Context: an optimization exercise on an open-source flow, tuned for small area. The choices shown serve that exercise and are no tape-out recipe. No functional check of the RTL was part of any run shown here. Power figures rest on the tool's default switching activity, not on a simulated workload.

[run.sh]
#!/bin/bash
# synth_recipe.tcl (not shown) runs the flow's synth.tcl, then flattens the netlist and writes it again
# the make line also repeats each setting of config.mk as NAME=value (left out here)
make -C /OpenROAD-flow-scripts/flow DESIGN_CONFIG=/design/flow/config.mk WORK_HOME=/design/flow/orfs CLKGATE_MAP_FILE= SYNTH_SCRIPT=/design/flow/synth_recipe.tcl finish
[config.mk]
export PLATFORM = sky130hd
export DESIGN_NAME = Kitchen_Timer
export DESIGN_NICKNAME = Kitchen_Timer
export VERILOG_FILES = /design/flow/design.v
export SDC_FILE = /design/flow/constraint.sdc
export NUM_CORES = 4
export LEC_CHECK = 0
export CAP_MARGIN = 20
export CORE_MARGIN = 2
export CORE_UTILIZATION = 40
export PLACE_DENSITY = 0.6
export SLEW_MARGIN = 20
[constraint.sdc]
create_clock -name core_clock -period 10.0 [get_ports {clk}]
set_input_delay 2.0000 -clock core_clock [delete_from_list [all_inputs] [get_ports {clk}]]
set_output_delay 2.0000 -clock core_clock [all_outputs]
set_load 0.01 [all_outputs]
[design.v]
`timescale 1ns / 1ps
module bin_to_seg(
    input [3:0] bin,
    output [6:0] disp
);
    wire x3 = bin[3], x2 = bin[2], x1 = bin[1], x0 = bin[0];
    assign disp[0] = (~x3 & ~x2 & ~x1 & x0) | (x2 & ~x1 & ~x0);
    assign disp[1] = x2 & (x1 ^ x0);
    assign disp[2] = ~x2 & x1 & ~x0;
    assign disp[3] = (~x2 & ~x1 & x0) | (x2 & ~(x1 ^ x0));
    assign disp[4] = x0 | (x2 & ~x1);
    assign disp[5] = (x1 & x0) | (~x2 & x1) | (~x3 & ~x2 & x0);
    assign disp[6] = (~x3 & ~x2 & ~x1) | (x2 & x1 & x0);
endmodule
`timescale 1ns / 1ps
module vga_controller (clk, chip_rst, rst, pixel_en, HS, VS, hcounter, vcounter);
	input clk, chip_rst;
	input rst, pixel_en;
	output reg HS, VS;
	output reg [9:0] hcounter, vcounter;
	wire hmax = hcounter[9] & hcounter[8] & hcounter[5];                
	wire vmax = vcounter[9] & vcounter[3] & vcounter[2] & vcounter[0];  
	always @(posedge clk) begin
		if (chip_rst) begin
			hcounter <= 0;
			vcounter <= 0;
			HS <= 0;
			VS <= 0;
		end else if (pixel_en) begin
			if (rst || hmax) hcounter <= 0;
			else hcounter <= hcounter + 1'b1;
			if (rst) vcounter <= 0;
			else if (hmax) vcounter <= vmax ? 10'd0 : vcounter + 1'b1;
			HS <= ~(hcounter >= 648 && hcounter < 744);
			VS <= ~(vcounter >= 482 && vcounter < 484);
		end
	end
endmodule
`timescale 1ns / 1ps
module VGA_display(chip_rst, rst, clk, ph, R, HS, VS, big_bin);
	input chip_rst, rst, clk;
	input [1:0] ph;
	input [13:0] big_bin;
	output reg R;
	output HS, VS;
	wire [9:0] h, v;
	vga_controller vc(.clk(clk), .chip_rst(chip_rst), .rst(rst), .pixel_en(ph == 2'b11),
		.HS(HS), .VS(VS), .hcounter(h), .vcounter(v));
	wire c3 = h >= 200 && h <= 250;
	wire c2 = h >= 260 && h <= 310;
	wire c1 = h >= 340 && h <= 390;
	wire c0 = h >= 400 && h <= 450;
	wire colL = (h >= 200 && h <= 210) || (h >= 260 && h <= 270) || (h >= 340 && h <= 350) || (h >= 400 && h <= 410);
	wire colM = (h >= 215 && h <= 235) || (h >= 275 && h <= 295) || (h >= 355 && h <= 375) || (h >= 415 && h <= 435);
	wire colR = (h >= 240 && h <= 250) || (h >= 300 && h <= 310) || (h >= 380 && h <= 390) || (h >= 440 && h <= 450);
	wire rA  = v >= 100 && v <= 110;
	wire rBF = v >= 115 && v <= 155;
	wire rCE = v >= 160 && v <= 200;
	wire rD  = v >= 205 && v <= 215;
	wire rG  = v >= 153 && v <= 163;
	wire dot = h >= 320 && h <= 330 && ((v >= 125 && v <= 145) || (v >= 170 && v <= 190));
	wire [3:0] dg = ({4{c0}} & big_bin[3:0]) | ({4{c1}} & {1'b0, big_bin[6:4]}) |
	                ({4{c2}} & big_bin[10:7]) | ({4{c3}} & {1'b0, big_bin[13:11]});
	wire [6:0] seg;
	bin_to_seg bts (dg, seg);
	wire lit = (rA & ~seg[0] | rD & ~seg[3]) |
	           colR & (rBF & ~seg[1] | rCE & ~seg[2]) |
	           colL & (rBF & ~seg[5] | rCE & ~seg[4]) |
	           colM & rG & ~seg[6];
	wire any = c0 | c1 | c2 | c3;
	always @(posedge clk) begin
		if (chip_rst) R <= 0;
		else R <= (any & lit) | dot;
	end
endmodule
`timescale 1ns / 1ps
module k_clock_delay(
    input clk, rst,
    output reg [7:0] tb
);
always @(posedge clk) begin
	if (rst || tb == 8'd199) tb <= 0;
	else tb <= tb + 1'b1;
end
endmodule
`timescale 1ns / 1ps
module debugger(
	input clk, rst, clock, clock_rise, up, reset, pause, start, get_min, get_sec,
	input [5:0] num,
	output reg led,
	output reg [13:0] big_bin
);
reg move, strt, tick;
reg [2:0] m1, s1;
reg [3:0] m0, s0;
reg [13:0] prev;  
wire [5:0] nc = (num > 6'd59) ? 6'd59 : num;
wire [2:0] n1 = nc / 10;
wire [3:0] n0 = nc % 10;
wire s0_z = (s0 == 0), s1_z = (s1 == 0), m0_z = (m0 == 0), m1_z = (m1 == 0);
wire s0_9 = (s0 == 9), s1_5 = (s1 == 5), m0_9 = (m0 == 9), m1_5 = (m1 == 5);
wire zero = s0_z & s1_z & m0_z & m1_z;
wire count = clock & tick & move & strt;
always @(posedge clk) begin
	if (rst) begin
		m1 <= 0; m0 <= 0; s1 <= 0; s0 <= 0;
		move <= 1; led <= 0; tick <= 1; strt <= 0;
		prev <= 0; big_bin <= 0;
	end else begin
		prev <= {m1, m0, s1, s0};
		if (clock_rise) big_bin <= prev;
		if (reset) begin
			m1 <= 0; m0 <= 0; s1 <= 0; s0 <= 0;
			move <= 1; strt <= 0; led <= 0;
		end else if (start) strt <= 1;
		else if (pause) move <= ~move;
		else if (count) begin
			tick <= 0;
			if (up) begin
				led <= 0;
				s0 <= s0_9 ? 4'd0 : s0 + 1'b1;
				if (s0_9) begin
					s1 <= s1_5 ? 3'd0 : s1 + 1'b1;
					if (s1_5) begin
						m0 <= m0_9 ? 4'd0 : m0 + 1'b1;
						if (m0_9) m1 <= m1_5 ? 3'd0 : m1 + 1'b1;
					end
				end
			end else if (zero) led <= 1;
			else begin
				led <= 0;
				s0 <= s0_z ? 4'd9 : s0 - 1'b1;
				if (s0_z) begin
					s1 <= s1_z ? 3'd5 : s1 - 1'b1;
					if (s1_z) begin
						m0 <= m0_z ? 4'd9 : m0 - 1'b1;
						if (m0_z) m1 <= m1 - 1'b1;
					end
				end
			end
		end else if (get_min && !strt) begin
			m1 <= n1; m0 <= n0;
		end else if (get_sec && !strt) begin
			s1 <= n1; s0 <= n0;
		end
		if (!clock) tick <= 1;
	end
end
endmodule
`timescale 1ns / 1ps
module debouncer(
    input clk,
    input rst,
    input PB,
    output PB_up
);
reg PB_state, PB_sync_0, PB_sync_1;
reg [7:0] PB_cnt;
wire PB_idle = (PB_state == PB_sync_1);
wire PB_cnt_max = &PB_cnt;
always @(posedge clk) begin
	if (rst) begin
		PB_sync_0 <= 0;
		PB_sync_1 <= 0;
		PB_state <= 0;
		PB_cnt <= 0;
	end else begin
		PB_sync_0 <= ~PB;
		PB_sync_1 <= PB_sync_0;
		if (PB_idle) PB_cnt <= 0;
		else begin
			PB_cnt <= PB_cnt + 1'b1;
			if (PB_cnt_max) PB_state <= ~PB_state;
		end
	end
end
assign PB_up = ~PB_idle & PB_cnt_max & PB_state;
endmodule
`timescale 1ns / 1ps
module clock_delay(
    input clk, rst, fast,
    output reg clock,
    output clock_rise
);
reg [9:0] count;
reg clock_q;
wire hit = fast ? (count == 10'd200) : (count == 10'd1000);
always @(posedge clk) begin
	if (rst) begin
		count <= 0;
		clock <= 0;
		clock_q <= 0;
	end else begin
		clock_q <= clock;
		if (hit) begin
			clock <= ~clock;
			count <= 1;
		end else
			count <= count + 1'b1;
	end
end
assign clock_rise = clock & ~clock_q;
endmodule
`timescale 1ns / 1ps
module alternate(
    input clk, rst,
    input [7:0] tb,
    input [13:0] big_bin,
    output reg [3:0] small_bin,
    output [3:0] AN
);
reg [1:0] cnt;
reg on;
always @(posedge clk) begin
	if (rst) begin
		cnt <= 0;
		on <= 0;
		small_bin <= 0;
	end else if (tb == 8'd101) begin
		cnt <= cnt + 1'b1;
		on <= 1;
		case (cnt)
			2'd0: small_bin <= big_bin[3:0];
			2'd1: small_bin <= {1'b0, big_bin[6:4]};
			2'd2: small_bin <= big_bin[10:7];
			2'd3: small_bin <= {1'b0, big_bin[13:11]};
		endcase
	end
end
assign AN[0] = on & ~(cnt == 2'd1);
assign AN[1] = on & ~(cnt == 2'd2);
assign AN[2] = on & ~(cnt == 2'd3);
assign AN[3] = on & ~(cnt == 2'd0);
endmodule
`timescale 1ns / 1ps
module Kitchen_Timer(
	input [5:0] num,
	input un_start, un_pause, un_reset, un_get_min, un_get_sec,
	input fast, up, clk,
	input rst,
	output led,
	output [3:0] AN,
	output [6:0] disp,
	output HS, VS,
	output [2:0] R, G,
	output [1:0] B
);
wire clock, clock_rise;
wire [7:0] tb;    
wire reset, start, pause, get_min, get_sec;
wire [13:0] big_bin;  
wire [3:0] small_bin;
clock_delay cd0 (clk, rst, fast, clock, clock_rise);
k_clock_delay cd1 (clk, rst, tb);
debouncer s  (clk, rst, un_start, start);
debouncer p  (clk, rst, un_pause, pause);
debouncer r  (clk, rst, un_reset, reset);
debouncer gm (clk, rst, un_get_min, get_min);
debouncer gs (clk, rst, un_get_sec, get_sec);
debugger d (clk, rst, clock, clock_rise, up, reset, pause, start, get_min, get_sec, num, led, big_bin);
alternate alt (clk, rst, tb, big_bin, small_bin, AN);
bin_to_seg bts (small_bin, disp);
VGA_display vdisplay (rst, reset, clk, tb[1:0], R[0], HS, VS, big_bin);
assign R[2:1] = 2'b00;
assign G = 3'b000;
assign B = 2'b00;
endmodule
==> results of run 1 <==
cell type report:
type	instances	area share
clock buffers	18	0.0469
repair buffers	35	0.0353
multi-input cells	804	0.525
inverters	35	0.0155
well taps	275	0.0367
clock inverters	13	0.0178
flip-flops and latches	151	0.323
power breakdown:
part	internal [mW]	switching, mW
Combinational	0.0267	0.0386
Sequential	0.607	0.00453
Clock	0.401	0.260
Total	1.03	0.303
stage by stage:
step | cells | cell area [um^2] | hold WS, ns
5_1_grt | 1331 | 9360 | 0.445
4_1_cts | 1331 | 9360 | 0.431
6_report | 1331 | 9360 | 0.433
3_3_place_gp | 1300 | 8760 | 0.422
3_5_place_dp | 1300 | 8760 | 0.424
2_1_floorplan | 1059 | 8430 | 0.413
cell usage in the layout, fill, tap and decap left out, drive strengths merged, types with 8 or more instances in the layout:
cell,instances
nor2,162
dfxtp,151
nand2,110
nand3,58
a21oi,56
o21ai,46
inv,39
xor2,34
ha,34
xnor2,33
nor2b,31
clkdlybuf4s50,28
clkbuf,18
nor3,16
and3,15
mux2i,13
nand2b,12
or2,10
a211oi,10
nand4,9
a311oi,9
o211ai,8
worst max-delay path: stages:
cell	delay (ns)
clkdlybuf4s50_1	0.63
inv_1	0.10
ha_1	0.21
or2_2	0.27
ha_1	0.38
nor2b_1	0.07
o2111ai_1	0.23
o21ai_0	0.17
or2_2	0.33
xnor2_1	0.22
ha_1	0.27
a21oi_1	0.12
nor3_1	0.09
o41ai_1	0.37
worst max-delay path by stage:
stage | start | to | cells after the start
finish | num[4] | d.m0[2] | 14
detailed placement | num[4] | d.m0[2] | 14
floorplan | num[4] | d.m0[2] | 14
global route | num[4] | d.m0[2] | 14
CTS | num[4] | d.m0[2] | 14
global placement | num[4] | d.m0[2] | 14
flip-flops by register name, indices dropped and copies added (netlist names), 2 cells and up:
signal,count
d.big_bin,14
cd1.tb,8
d.s1,3
vdisplay.vc.hcounter,10
d.m1,3
d.prev,14
gs.PB_cnt,8
gm.PB_cnt,8
s.PB_cnt,8
p.PB_cnt,8
d.m0,4
cd0.count,10
r.PB_cnt,8
vdisplay.vc.vcounter,10
alt.cnt,2
d.s0,4
alt.small_bin,4
kinds of logic (layout without fill, tap and decap cells):
| logic type | count (synthesis) | after routing | share of synthesized area |
|---|---|---|---|
| AND/OR/NAND/NOR | 473 | 473 | 0.272 |
| AO/OA/AOI/OAI | 207 | 207 | 0.170 |
| flip-flops | 151 | 151 | 0.359 |
| buffers and inverters | 104 | 101 | 0.0588 |
| XOR/XNOR | 67 | 67 | 0.0698 |
| adder cells (fa/ha/maj) | 34 | 34 | 0.0506 |
| multiplexers | 16 | 16 | 0.0195 |
| other | 1 | 7 | 0.000446 |
per-layer routing:
layer / vias to the layer above / part of all wire / GRT usage
li1: 3632 / - / -
met2: 104 / 0.46 / 0.264
met3: 15 / 0.032 / 0.0352
met4: 0 / 0.010 / 0.0433
met5: - / 0 / 0
met1: 3242 / 0.50 / 0.223
==> notes.md, run 1 <==
largest cells by area after synthesis=dfxtp_1 (36%), nor2_1 (7.2%), ha_1 (5.1%), nand2_1 (4.9%), xor2_1 (3.5%); Worst Hold Class=reg2reg; final wirelength=17,400 um; asr flop ratio synth=0; Max IR drop VDD=0.102 mV; first-pass GRT wire length=30,200 um; origin of the critical flop-to-flop path=vdisplay.vc.hcounter[3]; H-Tree Depth=4; row count=53; total power=1.34 mW; Max clock buf depth=2; clock skew=0.0100 ns; post-place setup slack=4.44 ns; share of cells above drive strength 1=0.0720; DRC=0; gr usage total=0.164; Port-buffer cells=29; routed via count=6,993; multi-input logic area=4920 um^2; Post-CTS Hold Fix Bufs=0; IO Count=37; post-cts gate resize count=0; Worst Setup Start Kind=primary input; CTS Buf Count=17; R2R setup slack=6.47 ns; initial antenna violation count=0; endpoints failing hold=0; Routed WL per cell=13.1 um; crit path DAT=5.47 ns; CTS Root Cell=clkbuf_16; count of cell types in the netlist=89; Yosys reg bits=151; EDFF count, synth=0; Clk Latency, worst-skew pair=0.42 ns; hold path cells=2; die height=149 um; die area=22,200 um^2; detailed placement HPWL=12,100 um; Crit. End Element=flop; Initial Utilization=0.404; cell area after synthesis=8410 um^2; status=no timing/DRC/antenna violations; Max Transition Viols Final=0; Seq/Total Area, Yosys=0.359; CTS tree=yes; largest area contributor in the netlist=dfxtp_1; share of the synthesized area in the top cell type=0.359; Slew @ Worst Pin=1.01 ns; most common flop cell mapped by yosys=dfxtp_1; total gr overflow=0; HP Start=d.prev[1]; Max Fclk=0.194 GHz; sequential cell area=3020 um^2; fin crit share=0.515; fin worst setup slack=4.85 ns; max cap viols=0; hold endpoint=d.big_bin[1]; gpl congestion=0.806; initial DRC count=399; number of global-route vias before repair=6,303; Setup violations, final=0; postcts setup bufs=0; Final min period=5.15 ns; mean post-synth cell area=7.99 um^2; Post-Syn Instances=1,053; # diodes=0; RSZ-0062 raised after global routing=false; largest net degree at the start of global routing=61; Placeable Area=20,800 um^2; die width=149 um; TritonCTS Sinks=151; fill cell count=2,125; clk slew on worst S/H paths=0.06 ns; cell with the most instances after synthesis=nor2_1; pwr dens=143 nW/um^2; slew margin rel.=0.329; fin nets=1,093; R2R cell count=8; most instantiated cells after synthesis=nor2_1 (162), dfxtp_1 (151), nand2_1 (110), nand3_1 (58), a21oi_1 (54); Final Util=0.450; Final ANT Viol Nets=0; total negative slack=0 ns; critical path class=in2reg; via/cell ratio=5.25; data required time of the critical path=10.32 ns; P_leak=3.31 nW; reg-to-reg endpoint=vdisplay.R; TritonRoute pass-1 iters=5; worst-path fanout max=11; Layout area overhead=11.3%; Ys Warns=7
==> run 2, diff against run 1 <==
--- a/design.v
+++ b/design.v
@@ -157,7 +157,9 @@
 reg PB_state, PB_sync_0, PB_sync_1;
 reg [7:0] PB_cnt;
 wire PB_idle = (PB_state == PB_sync_1);
-wire PB_cnt_max = &PB_cnt;
+wire low0 = ~|PB_cnt[6:0];
+wire PB_cnt_max = PB_cnt[7] & low0;
+wire fb = PB_cnt[7] ^ PB_cnt[5] ^ PB_cnt[4] ^ PB_cnt[3] ^ low0;
 always @(posedge clk) begin
 	if (rst) begin
 		PB_sync_0 <= 0;
@@ -169,8 +171,8 @@
 		PB_sync_1 <= PB_sync_0;
 		if (PB_idle) PB_cnt <= 0;
 		else begin
-			PB_cnt <= PB_cnt + 1'b1;
-			if (PB_cnt_max) PB_state <= ~PB_state;
+			PB_cnt <= {PB_cnt[6:0], fb};
+			if (PB_cnt_max) PB_state <= PB_sync_1;
 		end
 	end
 end
--- a/config.mk
+++ b/config.mk
@@ -8,5 +8,6 @@
 export CAP_MARGIN = 20
 export CORE_MARGIN = 2
 export CORE_UTILIZATION = 40
+export CTS_BUF_LIST = sky130_fd_sc_hd__clkbuf_8
 export PLACE_DENSITY = 0.6
 export SLEW_MARGIN = 20
==> run 2 against run 1 <==
Net effect:
- critical endpoint is now d.s0[1]
- via count fell by 3.1%
- clock power shrank 29%
- largest cell class unchanged
- critical path type unchanged
- combinational power is 5.5% higher
- still clean
- worst hold slack better by 0.0021 ns
- synthesized cell count decreased by 4.7%
- sequential power is essentially flat
- synthesized area fell by 2.5%
==> notes.md, run 2 <==
Routed WL per cell=13.7 um (+5.0%); Final Util=0.440 (-0.00944); final wirelength=17,500 um (+0.41%); Final ANT Viol Nets=0 (unchanged); gr usage total=0.166 (+0.00238); DRC=0 (unchanged); combinational power share=0.060 (+0.011); Worst Setup Start Kind=primary input; Slew @ Worst Pin=0.831 ns (-0.176 ns); total gr overflow=0 (unchanged); die height=147 um (-1.2%); via/cell ratio=5.32 (+1.3%); origin of the critical flop-to-flop path=vdisplay.vc.hcounter[5]; Port-buffer cells=29 (unchanged); Final min period=5.34 ns (+0.196 ns); CTS Buf Count=17 (unchanged); EDFF count, synth=0 (unchanged); Post-Syn Instances=1,004 (-4.7%); critical path class=in2reg; post-cts gate resize count=0 (unchanged); crit path DAT=5.68 ns (+0.21 ns); commonest non-fill, non-tap cell in the layout=dfxtp_1; cell area after synthesis=8200 um^2 (-2.5%); Setup violations, final=0 (unchanged); CTS Root Cell=clkbuf_8; max cap viols=0 (unchanged); initial antenna violation count=0 (unchanged); slew margin rel.=0.445 (+0.116); internal power=842 uW (-19%); die area=21,700 um^2 (-2.5%); most instantiated cells after synthesis=dfxtp_1 (151), nor2_1 (114), nand2_1 (81), a21oi_1 (69), clkbuf_1 (46); Max IR drop VDD=0.0758 mV (-26%); Top Registers=d.big_bin (14), d.prev (14); largest area contributor in the netlist=dfxtp_1; cell with the most instances after synthesis=dfxtp_1; sw power=305 uW (+0.59%); worst-path fanout max=12 (+1); share of the synthesized area in the top cell type=0.369 (+0.00938); detailed placement HPWL=12,000 um (-0.73%); Worst Hold Class=reg2reg; switching portion of total power=0.266 (+0.0392); clock skew=0.0126 ns (+0.00252 ns); first-pass GRT wire length=30,200 um (about the same); fill cell count=2,054 (-3.3%); clk slew on worst S/H paths=0.09 ns (+0.03 ns); mean post-synth cell area=8.16 um^2 (+2.2%); sequential power share=0.532 (+0.075); Crit. End Element=flop; Seq/Total Area, Yosys=0.369 (+0.00938); Max Transition Viols Final=0 (unchanged); gpl congestion=0.853 (+5.9%); # diodes=0 (unchanged); Initial Utilization=0.406 (+0.00247); Ys Warns=7 (unchanged); share of cells above drive strength 1=0.0598 (-0.0121); largest cells by area after synthesis=dfxtp_1 (37%), nor2_1 (5.2%), ha_1 (4.3%), a21oi_1 (4.2%), nand2_1 (3.7%); RSZ-0062 raised after global routing=false; fin nets=1,033 (-5.5%); TritonCTS Sinks=151 (unchanged); Post-CTS Hold Fix Bufs=0 (unchanged); CP startpoint=num[4]; HP Start=d.prev[5]; fin crit share=0.534 (+0.0196); number of global-route vias before repair=6,195 (-1.7%); CTS tree=yes; initial DRC count=625 (+57%); IO Count=37 (unchanged); status=no timing/DRC/antenna violations; endpoints failing hold=0 (unchanged); Max clock buf depth=2 (unchanged); total negative slack=0 ns (unchanged); largest net degree at the start of global routing=53 (-13%); Clk Latency, worst-skew pair=0.45 ns (+0.03 ns); postcts setup bufs=0 (unchanged); routed via count=6,774 (-3.1%); Layout area overhead=8.33%; TritonRoute pass-1 iters=6 (+1); most frequent cells in the layout=dfxtp_1 (151), nor2_1 (114), nand2_1 (81); Placeable Area=20,200 um^2 (-3.1%); Clock power frac=0.408 (-0.086); count of cell types in the netlist=81 (-9.0%); asr flop ratio synth=0 (unchanged); die width=147 um (-1.2%); data required time of the critical path=10.33 ns (about the same); Max Fclk=0.187 GHz (-3.7%); Yosys reg bits=151 (unchanged); pwr dens=129 nW/um^2 (-9.6%); Hold Slack=0.435 ns (+0.00212 ns); row count=52 (-1.9%); P_leak=3.22 nW (-2.8%); most common flop cell mapped by yosys=dfxtp_1; H-Tree Depth=4 (unchanged)
[run 2: area by class of cell]
class	instances	area, um^2	share of cell area
Multi-Input combinational cell	756	4690	0.529
Sequential cell	151	3020	0.340
Tap cell	270	338	0.0380
Timing Repair Buffer	32	308	0.0347
Clock buffer	17	234	0.0263
Clock inverter	15	163	0.0183
Inverter	32	120	0.0135
[run 2: metal layers]
| layer | GRT usage | routed length, um | up-vias |
|---|---|---|---|
| met3 | 0.0391 | 760 | 16 |
| met4 | 0.0457 | 182 | 0 |
| met1 | 0.224 | 8420 | 3128 |
| li1 | - | - | 3479 |
| met5 | 0 | 0 | - |
| met2 | 0.268 | 8140 | 151 |
[run 2: through the flow]
stage | worst slack (ns) | std cells | cell area (um^2) | total power [mW]
4_1_cts | 4.75 | 1273 | 8880 | 1.16
6_report | 4.66 | 1273 | 8880 | 1.15
3_3_place_gp | 4.37 | 1241 | 8480 | 0.692
3_5_place_dp | 4.26 | 1241 | 8480 | 0.693
5_1_grt | 4.34 | 1273 | 8880 | 1.20
2_1_floorplan | 5.10 | 1010 | 8220 | 0.676
[run 2: logic make-up after synthesis]
group	share of synthesized area
AO/OA/AOI/OAI	0.172
XOR/XNOR	0.0598
adder cells (fa/ha/maj)	0.0427
buffers and inverters	0.0612
flip-flops	0.369
multiplexers	0.0148
other	0.000458
AND/OR/NAND/NOR	0.280
[run 2: path summary, 6_finish.rpt]
kind / slack [ns] / endpoint / cells past startpoint
worst max-delay path: 4.66 / d.s0[1] / 14
worst min-delay path: 0.44 / d.big_bin[5] / 2
worst max register to register: 6.02 / vdisplay.R / 12
worst min register to register: 0.44 / d.big_bin[5] / 2
[run 2: critical path, stage by stage]
cell and delay, ns:
clkdlybuf4s50_1 0.67, inv_1 0.11, ha_1 0.22, or2_2 0.30, ha_1 0.35, nand2b_1 0.17
a21oi_1 0.25, a311oi_1 0.16, o211a_1 0.24, a211oi_1 0.51, a21oi_1 0.20, a31o_2 0.27
o21ai_0 0.14, a21oi_1 0.08
[run 2: power groups by stage]
stage	registers, mW	logic (mW)	clock network [mW]
2_1_floorplan	0.624	0.0524	0
3_3_place_gp	0.625	0.0674	0
3_5_place_dp	0.625	0.0686	0
4_1_cts	0.611	0.0689	0.484
5_1_grt	0.612	0.0779	0.508
6_report	0.611	0.0689	0.468

==> static timing again, ports no longer ideal <==
In the flow no input, the clock included, has a driving cell. The finished layouts below were timed again as built, in two steps. Step 1: set_driving_cell puts a clkbuf_16 on clk and a buf_2 on each other input, an assumption about the parent block. Step 2 adds t to the input delays and takes it off the output delays; t is the mean of the earliest and latest rising clock arrival at the registers after step 1. Input paths then give back, and output paths get back, about the clock's delay inside the block. a / b / c = ideal ports / drivers / drivers and shift; a / b = the first two.
run	shift t [ns]	setup slack, ns	clock arrival spread, ns
run 1	0.462	4.853 / 4.875 / 4.413	0.011 / 0.012
run 2	0.485	4.657 / 4.676 / 4.190	0.014 / 0.015
After both steps every run listed still meets setup and hold. The setup slack of run 2, which loses most, moves by +0.019 ns with the drivers and by -0.467 ns with both steps.
